From an optimization exercise on the open Yosys and OpenROAD flow, aimed at small area and a short achievable clock period; shortcuts taken in it are not production practice.
Only simulation tests tie the RTL to the original design; equivalence was not proved.
Power figures rest on the tool's default switching activity, not on a simulated workload.

==> try-umber <==
Design gng_interp, start of the top module:
module gng_interp (
    input clk,
    input rstn,
    input valid_in,
    input [63:0] data_in,
    output reg valid_out,
    output reg [15:0] data_out
);
wire [5:0] lzd_in;
gng_lzd u_gng_lzd (.data_in(data_in[63:3]), .data_out(lzd_in));
reg [7:0] h0, l0, h0c, l0c;
reg [3:0] o0, o0c;
reg [14:0] x0;
reg s0, v0;
always @ (posedge clk) begin
    h0 <= rstn ? (8'd1 << lzd_in[5:3]) : 8'd1;
    l0 <= rstn ? (8'd1 << lzd_in[2:0]) : 8'd1;
    o0 <= rstn ? (4'd1 << {data_in[1], data_in[2]}) : 4'd1;
    h0c <= 8'd1 << lzd_in[5:3];
    l0c <= 8'd1 << lzd_in[2:0];
    o0c <= 4'd1 << {data_in[1], data_in[2]};
    x0 <= {data_in[3], data_in[4], data_in[5], data_in[6], data_in[7],
           data_in[8], data_in[9], data_in[10], data_in[11], data_in[12],
           data_in[13], data_in[14], data_in[15], data_in[16], data_in[17]};
    s0 <= data_in[0];
    v0 <= rstn & valid_in;
end
wire [16:0] c2_0, k1_0;
gng_coef_c2 u_gng_coef_c2 (.h(h0c), .l(l0c), .o(o0c), .c2(c2_0));
gng_coef_k1 u_gng_coef_k1 (.h(h0), .l(l0), .o(o0), .k1(k1_0));
reg [7:0] h1, l1;
reg [3:0] o1;
wire [14:0] clr0 = {h1[7] & l1[4], h1[7] & l1[3], h1[7] & l1[2], h1[7] & l1[1], h1[7] & l1[0],
                    h1[6] & l1[7], h1[6] & l1[6], h1[6] & l1[5], h1[6] & l1[4],
                    h1[6] & l1[3], h1[6] & l1[2], h1[6] & l1[1], h1[6] & l1[0],
                    h1[5] & l1[7], h1[5] & l1[6]};
  ...
==> flow/config.mk <==
export PLATFORM = sky130hd
export DESIGN_NAME = gng_interp
export DESIGN_NICKNAME = gng_interp
export VERILOG_FILES = /design/flow/design.v
export SDC_FILE = /design/flow/constraint.sdc
export NUM_CORES = 4
export LEC_CHECK = 0
export ABC_AREA = 1
export CAP_MARGIN = 20
export CORE_MARGIN = 2
export CORE_UTILIZATION = 50
export SETUP_SLACK_MARGIN = 5
export SLEW_MARGIN = 20
export SYNTH_MEMORY_MAX_BITS = 16384
==> flow/constraint.sdc <==
create_clock -name core_clock -period 8.0 [get_ports {clk}]
set_input_delay 1.6000 -clock core_clock [delete_from_list [all_inputs] [get_ports {clk}]]
set_output_delay 1.6000 -clock core_clock [all_outputs]
set_load 0.01 [all_outputs]
run.sh (not shown) runs the stock make flow with config.mk's settings and CLKGATE_MAP_FILE= SYNTH_SCRIPT=/design/flow/synth_recipe.tcl, a recipe that flattens the netlist after the stock synthesis.
==> inputs of try-indigo, as changes to try-umber <==
--- a/flow/config.mk
+++ b/flow/config.mk
@@ -9,5 +9,5 @@
 export CAP_MARGIN = 20
 export CORE_MARGIN = 2
-export CORE_UTILIZATION = 50
+export CORE_UTILIZATION = 45
 export SETUP_SLACK_MARGIN = 5
 export SLEW_MARGIN = 20
==> inputs of try-yarrow, as changes to try-umber <==
--- a/flow/config.mk
+++ b/flow/config.mk
@@ -9,5 +9,6 @@
 export CAP_MARGIN = 20
 export CORE_MARGIN = 2
-export CORE_UTILIZATION = 50
+export CORE_UTILIZATION = 45
+export CTS_BUF_LIST = sky130_fd_sc_hd__clkbuf_8
 export SETUP_SLACK_MARGIN = 5
 export SLEW_MARGIN = 20
==> summary.txt <==
quantity	try-umber	try-indigo	try-yarrow
Met1 demand-to-capacity share in global routing	52.4%	51.5%	50.9%
Vias in the first global route	34,600	33,400	33,400
Pwr Density	381 nW/um^2	376 nW/um^2	369 nW/um^2
P&R area growth vs syn	9.21%	9.77%	9.58%
Iteration-0 DRC count of the detailed router	5,817	4,714	4,627
Post-route cell area	36,600 um^2	36,700 um^2	36,700 um^2
Chip width	263 um	277 um	277 um
Register clock-pin slew on the reported worst setup and hold paths	0.07 ns	0.07 ns	0.06 ns
Top routing layer used	met4	met5	met5
Final cycle utilization of the critical path	38.0%	38.1%	38.6%
Outcome	no timing/DRC/antenna violations	no timing/DRC/antenna violations	no timing/DRC/antenna violations
DR WL/cell	28.6 um	28.7 um	28.3 um
Proportion of cell area occupied by registers	27.9%	27.7%	27.8%
Number of placed instances with taps included	5,168	5,273	5,273
Final non-clock buffer share	2.80%	2.78%	2.79%
Worst IR Drop VDD	352 uV	276 uV	272 uV
Static Leak	18.7 nW	18.8 nW	18.9 nW
Total routed wire length on the met1 layer	54,600 um	60,600 um	60,100 um
Maximum net fanout on the critical path	13	12	12
Number of clock buffers in the layout	59	67	102
Worst setup path endpoint	k1_1[7]	c0_2[1]	c0_2[1]

* * *

==> build 30 <==
Starting RTL as in the previous note.
clock: 8.0 ns
lec_check: 0
abc_area: 1
cap_margin: 20
core_margin: 2
core_utilization: 45
cts_cluster_diameter: 100
cts_cluster_size: 30
setup_slack_margin: 5
slew_margin: 20
synth_memory_max_bits: 16384
==> inputs of trial 32, as changes to build 30 <==
==> flow/flow/run.sh (new file) <==
#!/bin/bash
set -euo pipefail
MARGIN=$(cat flow/margin.txt)
sed -E "s/SETUP_SLACK_MARGIN=[-0-9.]+/SETUP_SLACK_MARGIN=${MARGIN}/" standard.sh > standard_margin.sh
grep -q "SETUP_SLACK_MARGIN=${MARGIN} " standard_margin.sh
bash standard_margin.sh > flow_make.log 2>&1
==> flow/flow/margin.txt (new file) <==
5.3
==> flow/standard.sh (new file) <==
#!/bin/bash
# synth_recipe.tcl (not shown) runs the flow's synth.tcl, then flattens the netlist and writes it again
# the make line also repeats each setting of config.mk as NAME=value (left out here)
make -C /OpenROAD-flow-scripts/flow DESIGN_CONFIG=/design/flow/config.mk WORK_HOME=/design/flow/orfs CLKGATE_MAP_FILE= SYNTH_SCRIPT=/design/flow/synth_recipe.tcl "${@:-finish}"
Settings changed: CTS_CLUSTER_DIAMETER 100 to default, CTS_CLUSTER_SIZE 30 to default.
removed: flow/run.sh
==> flow_summary.ini <==
[finish]
signed_area_change_from_the_synthesized_netlist_to_the_final_layout_pct = 12.6
layout_common_cells = 737 x sky130_fd_sc_hd__nand2_1, 606 x sky130_fd_sc_hd__inv_1, 405 x sky130_fd_sc_hd__dfxtp_1

[detailed_routing]
drt-total-wl_mm = 142

[sta]
final_period_minus_worst_setup_slack_ns = 2.77
final.setup_skew_ns = 0.0351

[status]
status = no timing/DRC/antenna violations

[placement]
place.gp.congestion = 1.13

[pwr]
max-vdd-ir-drop_v = 0.000244
the above is filed under trial 32

==> flow_summary.ini <==
[sta]
final.setup_skew_ns = 0.0433
final_period_minus_worst_setup_slack_ns = 3.11
timing_hold_violations_final = 0

[finish]
layout_common_cells = 764 x sky130_fd_sc_hd__nand2_1, 608 x sky130_fd_sc_hd__inv_1, 456 x sky130_fd_sc_hd__dfxtp_1
signed_area_change_from_the_synthesized_netlist_to_the_final_layout_pct = 6.65

[die]
dieArea_um2 = 76600

[logic_synthesis]
synth_area_per_cell_um2 = 7.62

[placement]
place.gp.congestion = 1.10

[pwr]
p_clk_share_pct = 11.9

[detailed_routing]
drt-total-wl_mm = 150

[status]
status = no timing/DRC/antenna violations
the above is filed under build 30

[static timing again, ports no longer ideal]
In the flow no input, the clock included, has a driving cell. The finished layouts below were timed again as built, in two steps. Step 1 assumes that a clkbuf_16 drives the clock port and a buf_2 every other input. Step 2 moves the port delays by t, midway between the first and last clock arrival at a register: inputs arrive t later, outputs are due t later. That takes back most of the time a late clock gives input paths. a / b / c = ideal ports / drivers / drivers and shift; a / b = the first two.
| run | shift t [ns] | setup slack, ns | clock arrival spread, ns | worst register clock-pin slew, ns | pins driven straight from the clock port |
|---|---|---|---|---|---|
| try-umber | 0.676 | 4.961 / 4.954 / 4.546 | 0.057 / 0.057 | 0.07 / 0.07 | 1 |
| try-indigo | 0.664 | 4.955 / 4.955 / 4.550 | 0.034 / 0.034 | 0.07 / 0.07 | 1 |
| try-yarrow | 0.756 | 4.909 / 4.909 / 4.545 | 0.083 / 0.083 | 0.07 / 0.07 | 1 |
| build 30 | 0.686 | 4.894 / 4.894 / 4.613 | 0.044 / 0.044 | 0.12 / 0.12 | 1 |
| trial 32 | 0.674 | 5.233 / 5.233 / 4.712 | 0.035 / 0.035 | 0.07 / 0.07 | 1 |
After both steps setup and hold are still met in every run listed. For trial 32, which loses most, drivers alone change the setup slack by 0.000 ns; drivers and shift together by -0.521 ns.
